This design comes from an exercise in tuning for small area on the open sky130 flow, not from production work. For this run, only the layout was checked, not whether the RTL still works.

**flow/design.v**
```verilog
module cordic_stage 	(input [15:0] x,
			input [15:0] y,
			input [15:0]z,
			input mode,
			input reset,
			input clock,
			input [2:0] stage,
			output reg [15:0] x_out,
			output reg [15:0] y_out,
			output reg [15:0] z_out,
			output reg mode_out,
			output [2:0] stage_out);
		reg [15:0] atan;
		always @*
		begin
			case (stage) 
				3'b000 : atan = 16'b0_0000000_11001001;
				3'b001 : atan = 16'b0_0000000_01110110;
				3'b010 : atan = 16'b0_0000000_00111110;
				3'b011 : atan = 16'b0_0000000_00011111;
				3'b100 : atan = 16'b0_0000000_00001111;
				3'b101 : atan = 16'b0_0000000_00000111;
				3'b110 : atan = 16'b0_0000000_00000011;
				3'b111 : atan = 16'b0_0000000_00000001;
			endcase
		end
		assign stage_out = stage + 1;
		always @(posedge clock or negedge reset)
		begin
			if (~reset)
			begin
				x_out <= 0;
				y_out <= 0;
				z_out <= 0;
				mode_out <= 0;
			end
			else
			begin
				mode_out <= mode;
				if (mode == 0)
				begin
					if (z[15] == 0)
					begin
						case (x[15]^y[15])
							1'b0 : x_out <= (x[14:0] > (y[14:0] >> stage) ) ? 
									{x[15], x[14:0] - (y[14:0] >> stage)} :
									{~x[15],(y[14:0] >> stage) - x[14:0]}; 
							1'b1 : x_out <= {x[15], x[14:0] + (y[14:0] >> stage)};
						endcase
						case (x[15]^y[15])
							1'b1 : y_out <= (y[14:0] > (x[14:0] >> stage) ) ? 
									{y[15], y[14:0] - (x[14:0] >> stage)} :
									{~y[15],(x[14:0] >> stage) - y[14:0]}; 
							1'b0 : y_out <= {y[15], y[14:0] + (x[14:0] >> stage)};
						endcase
						z_out <= (z[14:0] > atan[14:0]) ? z - atan : {~z[15],atan[14:0] - z[14:0]};
					end
					else
					begin
						case (x[15]^y[15])
							1'b1 : x_out <= (x[14:0] > (y[14:0] >> stage) ) ? 
									{x[15], x[14:0] - (y[14:0] >> stage)} :
									{~x[15],(y[14:0] >> stage) - x[14:0]};
							1'b0 : x_out <= {x[15], x[14:0] + (y[14:0] >> stage)};
						endcase
						case (x[15]^y[15])
							1'b0 : y_out <= (y[14:0] > (x[14:0] >> stage) ) ? 
									{y[15], y[14:0] - (x[14:0] >> stage)} :
									{~y[15],(x[14:0] >> stage) - y[14:0]};
							1'b1 : y_out <= {y[15], y[14:0] + (x[14:0] >> stage)};
						endcase
						z_out <= (z[14:0] > atan[14:0]) ? z - atan : {~z[15],atan[14:0] - z[14:0]};
					end
				end
				else
				begin
					if (y[15] == 1)
					begin
						case (x[15]^y[15])
							1'b0 : x_out <= (x[14:0] > (y[14:0] >> stage) ) ? 
									{x[15], x[14:0] - (y[14:0] >> stage)} :
									{~x[15],(y[14:0] >> stage) - x[14:0]};
							1'b1 : x_out <= {x[15], x[14:0] + (y[14:0] >> stage)};
						endcase
						case (x[15]^y[15])
							1'b1 : y_out <= (y[14:0] > (x[14:0] >> stage) ) ? 
									{y[15], y[14:0] - (x[14:0] >> stage)} :
									{~y[15],(x[14:0] >> stage) - y[14:0]}; 
							1'b0 : y_out <= {y[15], y[14:0] + (x[14:0] >> stage)};
						endcase
						case (z[15])
							1'b0 : z_out <= (z[14:0] > atan[14:0]) ? 
									{z[15], z[14:0] - atan[14:0]} :
									{~z[15],atan[14:0] - z[14:0]};
							1'b1 : z_out <= {z[15], z[14:0] + atan[14:0]};
						endcase
					end
					else
					begin
						case (x[15]^y[15])
							1'b1 : x_out <= (x[14:0] > (y[14:0] >> stage) ) ? 
									{x[15], x[14:0] - (y[14:0] >> stage)} :
									{~x[15],(y[14:0] >> stage) - x[14:0]};
							1'b0 : x_out <= {x[15], x[14:0] + (y[14:0] >> stage)};
						endcase
						case (x[15]^y[15])
							1'b0 : y_out <= (y[14:0] > (x[14:0] >> stage) ) ? 
									{y[15], y[14:0] - (x[14:0] >> stage)} :
									{~y[15],(x[14:0] >> stage) - y[14:0]};
							1'b1 : y_out <= {y[15], y[14:0] + (x[14:0] >> stage)};
						endcase
						case (z[15])
							1'b1 : z_out <= (z[14:0] > atan[14:0]) ? 
									{z[15], z[14:0] - atan[14:0]} :
									{~z[15],atan[14:0] - z[14:0]}; 
							1'b0 : z_out <= {z[15], z[14:0] + atan[14:0]};
						endcase
					end
				end
			end
		end
endmodule
module cordic 	(input op_mode,
		input [15:0] x_coordinate,
		input [15:0] y_coordinate,
		input [15:0] rotate_amount,
		input clock,
		input reset,
		output reg [15:0] x_or_phase_out,
		output reg [15:0] y_or_size_out
		);
		reg [15:0] x_in;
		reg [15:0] y_in;
		reg [15:0] z_in;
		reg mode_in;
		wire [15:0] connections_x [7:0];
		wire [15:0] connections_y [7:0];
		wire [15:0] connections_z [7:0];
		wire connections_mode [7:0];
		wire [2:0] connections_stage [7:0];
		wire [15:0] outx;
		wire [15:0] outy;
		wire [15:0] outz;
		wire [32:0] holderx;
		wire [14:0] divx;
		wire [14:0] divy;
		wire [32:0] holdery;
		assign outx = connections_x[7];
		assign outy = connections_y[7];
		assign outz = connections_z[7];
		assign holderx = outx[14:0];
		assign divx = (holderx << 8) / 15'b00000001_10100101;
		assign holdery = outy[14:0];
		assign divy = (holdery << 8) / 15'b00000001_10100101;
		always @(posedge clock or negedge reset)
		begin
			if (~reset)
			begin
				x_in <= 0;
				y_in <= 0;
				z_in <= 0;
				x_or_phase_out <= 0;
				y_or_size_out <= 0;
			end
			else
			begin
				mode_in <= op_mode;
				if (connections_mode[7] == 0)
				begin
					x_or_phase_out <= {outx[15], divx};
					y_or_size_out <= {outy[15], divy};
				end
				else
				begin
					y_or_size_out <= {outx[15], divx};
					x_or_phase_out <= outz;
				end
				if(op_mode == 0)
				begin
					if (rotate_amount[14:0] <= (15'b0000011_00100100 >> 1))
					begin
						z_in <= rotate_amount;
						x_in <= x_coordinate;
						y_in <= y_coordinate;
					end
					else
					begin
						if (rotate_amount[15] == 1)
						begin
							x_in <= y_coordinate;
							y_in <= {~x_coordinate[15],x_coordinate[14:0]};
							z_in <= {rotate_amount[15],rotate_amount[14:0] - (15'b0000011_00100100 >> 1)};
						end
						else
						begin
							y_in <= x_coordinate;
							x_in <= {~y_coordinate[15],y_coordinate[14:0]};
							z_in <= rotate_amount - (16'b0_0000011_00100100>>1);
						end
					end
				end
				else
				begin
					if (x_coordinate[15] == 0)
					begin
						z_in <= 0;
						x_in <= x_coordinate;
						y_in <= y_coordinate;
					end
					else
					begin
						if (y_coordinate[15] == 0)
						begin
							x_in <= y_coordinate;
							y_in <= {~x_coordinate[15],x_coordinate[14:0]};
							z_in <= (16'b0_0000011_00100100 >> 1);
						end
						else
						begin
							y_in <= x_coordinate;
							x_in <= {~y_coordinate[15],y_coordinate[14:0]};
							z_in <= 16'b1_0000001_10010010;  
						end
					end
				end
			end
		end
		wire [2:0] gnd;
		assign gnd = 0;
		cordic_stage s0 (x_in, y_in, z_in, mode_in, reset, clock, gnd,
				 connections_x[0], connections_y[0], connections_z[0], connections_mode[0], connections_stage[0]);
		genvar i;
		generate
			for (i = 1; i < 8; i = i + 1) begin : stages
				cordic_stage  s0 (connections_x[i - 1],
							connections_y[i - 1],
							connections_z[i - 1],
							connections_mode[i - 1],
							reset,
							clock,
							connections_stage[i - 1],
							connections_x[i], 
							connections_y[i],
							connections_z[i],
							connections_mode[i],
							connections_stage[i]);
			end
		endgenerate
endmodule
```
**flow/run.sh**
```bash
#!/bin/bash
# synth_recipe.tcl (not shown) runs the flow's synth.tcl, then flattens the netlist and writes it again
# the make line also repeats each setting of config.mk as NAME=value (left out here)
make -C /OpenROAD-flow-scripts/flow DESIGN_CONFIG=/design/flow/config.mk WORK_HOME=/design/flow/orfs CLKGATE_MAP_FILE= SYNTH_SCRIPT=/design/flow/synth_recipe.tcl finish
```
**flow/config.mk**
```make
export PLATFORM = sky130hd
export DESIGN_NAME = cordic
export DESIGN_NICKNAME = cordic
export VERILOG_FILES = /design/flow/design.v
export SDC_FILE = /design/flow/constraint.sdc
export NUM_CORES = 4
export LEC_CHECK = 0
export ABC_AREA = 1
export CAP_MARGIN = 20
export CORE_MARGIN = 2
export CORE_UTILIZATION = 40
export SLEW_MARGIN = 20
```
**flow/constraint.sdc**
```tcl
create_clock -name core_clock -period 16.0 [get_ports {clock}]
set_input_delay 3.2000 -clock core_clock [delete_from_list [all_inputs] [get_ports {clock}]]
set_output_delay 3.2000 -clock core_clock [all_outputs]
set_load 0.01 [all_outputs]
```
==> impl_metrics.env <==
export IMPL_worst_ep_required_time_ps=16530
export IMPL_arrival_ps=13970
export IMPL_grt_total_usage=0.2279
export IMPL_yosys_area_share_simple=0.3116
export IMPL_cp_max_fo=19
export IMPL_cts_repair_resized=0
export IMPL_core_sq_um=144000
export IMPL_final_cell_mix="1826 x nand2_1, 1223 x inv_1, 753 x nor2_1"
export IMPL_cts_max_level=2
export IMPL_timing_fmax_mhz=74.38
export IMPL_synthMuxAreaShare=0.007396
export IMPL_synth_cell_types=90
export IMPL_area_delta_synth_final_pct=7.340
export IMPL_yosys_area_share_adder=0.1357
export IMPL_cts_buffer_depth=3
export IMPL_syn_nets=9353
export IMPL_synth_top_family_by_area="simple AND/OR/NAND/NOR gates"
export IMPL_tightest_slew_ps=992.0
export IMPL_synth_seq_cells=472
export IMPL_io_pin_count=83
export IMPL_dr_total_vias=56510
export IMPL_hold_viol=0
export IMPL_std_cell_rows=139
export IMPL_hpwl_mm=139.8
export IMPL_drcViolationCount=0
export IMPL_die_w_um=385.4
export IMPL_r2r_cells=102
export IMPL_antenna_left=0
export IMPL_crit_slowest_cell="dfrtp_1"
export IMPL_setup_violations=0
export IMPL_holdPathStages=0
export IMPL_synth_compound_area_frac=0.1751
export IMPL_grt_start_max_net_pins=156
export IMPL_yosysSeqAreaShare=0.2031
export IMPL_port_buffers=82
export IMPL_wl_per_cell_um=16.32
export IMPL_end_kind="flop"
export IMPL_period_needed_ps=13440
export IMPL_fp_dieArea_sq_um=148500
export IMPL_cts_hold_buf=0
export IMPL_path_common_cell="nand2_1"
export IMPL_grt_setup_unrepaired="false"
export IMPL_syn_avg_cell_area_sq_um=6.690
export IMPL_critPathMaxStageDelay_ps=420
export IMPL_clock_root_buffer="clkbuf_16"
export IMPL_maxCapViolations=0
export IMPL_clkTransAtPathRegs_ps=60
export IMPL_synth_edf_count=1
export IMPL_synth_xor_area_frac=0.06306
export IMPL_drt_initial_drc_count=4418
export IMPL_drive_gt1_frac=0.08231
export IMPL_ys_warn_count=2
export IMPL_antenna_found_initial=3
export IMPL_run_status="finished clean"
export IMPL_drtPass1Iterations=7
export IMPL_nNetsFinal=9295
export IMPL_final_common_cell="nand2_1"
export IMPL_worstHoldEndpoint="stages[2].s0.z_out[0]"
export IMPL_cts_setup_buffers=0
export IMPL_whs_ps=432.5
export IMPL_finalWirelength_mm=172.9
export IMPL_crit_type="flop to flop"
export IMPL_place_gp_congestion=0.9692
export IMPL_worstHoldStart="stages[1].s0.z_out[0]"
export IMPL_finalCritPeriodShare=0.8403
export IMPL_syn_area_sq_um=58190
export IMPL_vias_per_cell=5.335
export IMPL_maxSlewHeadroom=0.3325
export IMPL_die_h_um=385.4
export IMPL_grt_remaining_overflow=0
export IMPL_async_flop_share=0.9979
export IMPL_hold_class="flop to flop"
export IMPL_slew_viol_final=0
export IMPL_start_kind="flop"
export IMPL_initial_core_util=0.4041
export IMPL_yosys_most_used_dff="dfrtp_1"
export IMPL_skew_ps=54.53
export IMPL_r2r_start="stages[7].s0.x_out[9]"
export IMPL_synth_cells=8698
export IMPL_reg2reg_to="y_or_size_out[0]"
export IMPL_cts_made_buffers=58
export IMPL_clk_latency_ps=690
export IMPL_grt_pass1_wl_mm=280.5
export IMPL_r2r_slack_ps=2560
export IMPL_clkSinkCount=472
export IMPL_cts_tree="yes"
export IMPL_grt_pass1_vias=53770
export IMPL_tns_ps=0
==> per-stage QoR <==
stage	instances	area [sq um]	setup WS [ps]	utilization
after global routing	10590	62460	1035	0.4338
final	10590	62460	2556	0.4338
after CTS	10590	62460	2640	0.4337
after floorplan	8698	58190	4607	-
after detailed placement	10480	60460	2768	0.4199
after global placement	10480	60460	3108	0.4199
==> cells in the mapped netlist (56+ instances only) <==
library cell | n | area share
a21oi_1 | 581 | 0.050
o31ai_1 | 84 | 0.011
inv_1 | 1223 | 0.079
xor2_1 | 378 | 0.057
o21bai_1 | 57 | 0.0074
dfrtp_1 | 471 | 0.20
nor3_1 | 117 | 0.010
nand2_1 | 1827 | 0.12
nor2_2 | 56 | 0.0060
nand2_4 | 83 | 0.016
nand4_1 | 100 | 0.011
clkbuf_1 | 181 | 0.012
o21ai_0 | 625 | 0.054
nand3_1 | 544 | 0.047
nand2_2 | 212 | 0.023
ha_1 | 559 | 0.12
o211ai_1 | 64 | 0.0083
nor2_1 | 753 | 0.049
inv_2 | 63 | 0.0041
==> layer usage <==
metal	part of all wire	GRT usage
met4	0.025	0.05635
met3	0.048	0.02291
met2	0.46	0.3830
met5	0.000046	0
met1	0.46	0.3124
==> cell families after synthesis <==
family | after synthesis
flip-flops | 472
XOR/XNOR | 419
adder cells (fa/ha/maj) | 604
AND/OR/NAND/NOR | 3889
buffers and inverters | 1532
multiplexers | 41
AO/OA/AOI/OAI | 1741
==> worst max-delay path by stage <==
stage | from | to | slack, ps | cells past startpoint
2_1_floorplan | stages[7].s0.x_out[7] | y_or_size_out[0] | 4610 | 106
3_3_place_gp | stages[7].s0.x_out[7] | y_or_size_out[0] | 3110 | 103
3_5_place_dp | stages[7].s0.x_out[9] | y_or_size_out[0] | 2770 | 102
4_1_cts | stages[7].s0.x_out[9] | y_or_size_out[0] | 2640 | 102
5_1_grt | stages[7].s0.x_out[9] | y_or_size_out[0] | 1030 | 103
6_report | stages[7].s0.x_out[9] | y_or_size_out[0] | 2560 | 102
==> sequential cells by signal (all words and copies together), names as in the netlist, 16 cells and up <==
register and cells:
x_in 16, stages.s0.z_out 112, s0.z_out 16, z_in 16
s0.x_out 16, y_or_size_out 16, stages.s0.y_out 112, stages.s0.x_out 112
x_or_phase_out 16, y_in 16
==> cell type report <==
| class | instances | area (sq um) |
|---|---|---|
| clock inverters | 33 | 405.4 |
| diodes | 1 | 2.502 |
| repair buffers | 95 | 948.4 |
| multi-input cells | 6694 | 40340 |
| inverters | 1319 | 4984 |
| well taps | 1903 | 2381 |
| fillers | 15050 | 81540 |
| clock buffers | 74 | 1592 |
| flip-flops and latches | 472 | 11820 |
==> worst max-delay path: cells and delay by family, from the launching register on <==
family                   cells  cell delay [ps]
flip-flops                   1              420
AO/OA/AOI/OAI                3              600
buffers and inverters       10              790
adder cells (fa/ha/maj)      6             1600
AND/OR/NAND/NOR             83             9820

==> what the ideal ports hide <==
How much do the figures lean on ideal ports? The routed layout below was timed once more, with nothing changed but the port constraints. Step 1, drivers: a clkbuf_16 drives clock and a buf_2 each remaining input, both assumed. Step 2 moves the port delays by t, midway between the first and last clock arrival at a register: inputs arrive t later, outputs are due t later. That takes back most of the time a late clock gives input paths. a / b / c = no drivers / after step 1 / after step 2; a / b = the first two.
shift t [ns]: 0.747
setup WS [ns]: 2.556 / 2.556 / 2.556
worst data-port slew with drivers (ns): 0.06
pins driven straight from the clock port: 1
After both steps this run still meets setup and hold. The setup slack of this run moves by 0.000 ns with the drivers and by 0.000 ns with both steps.
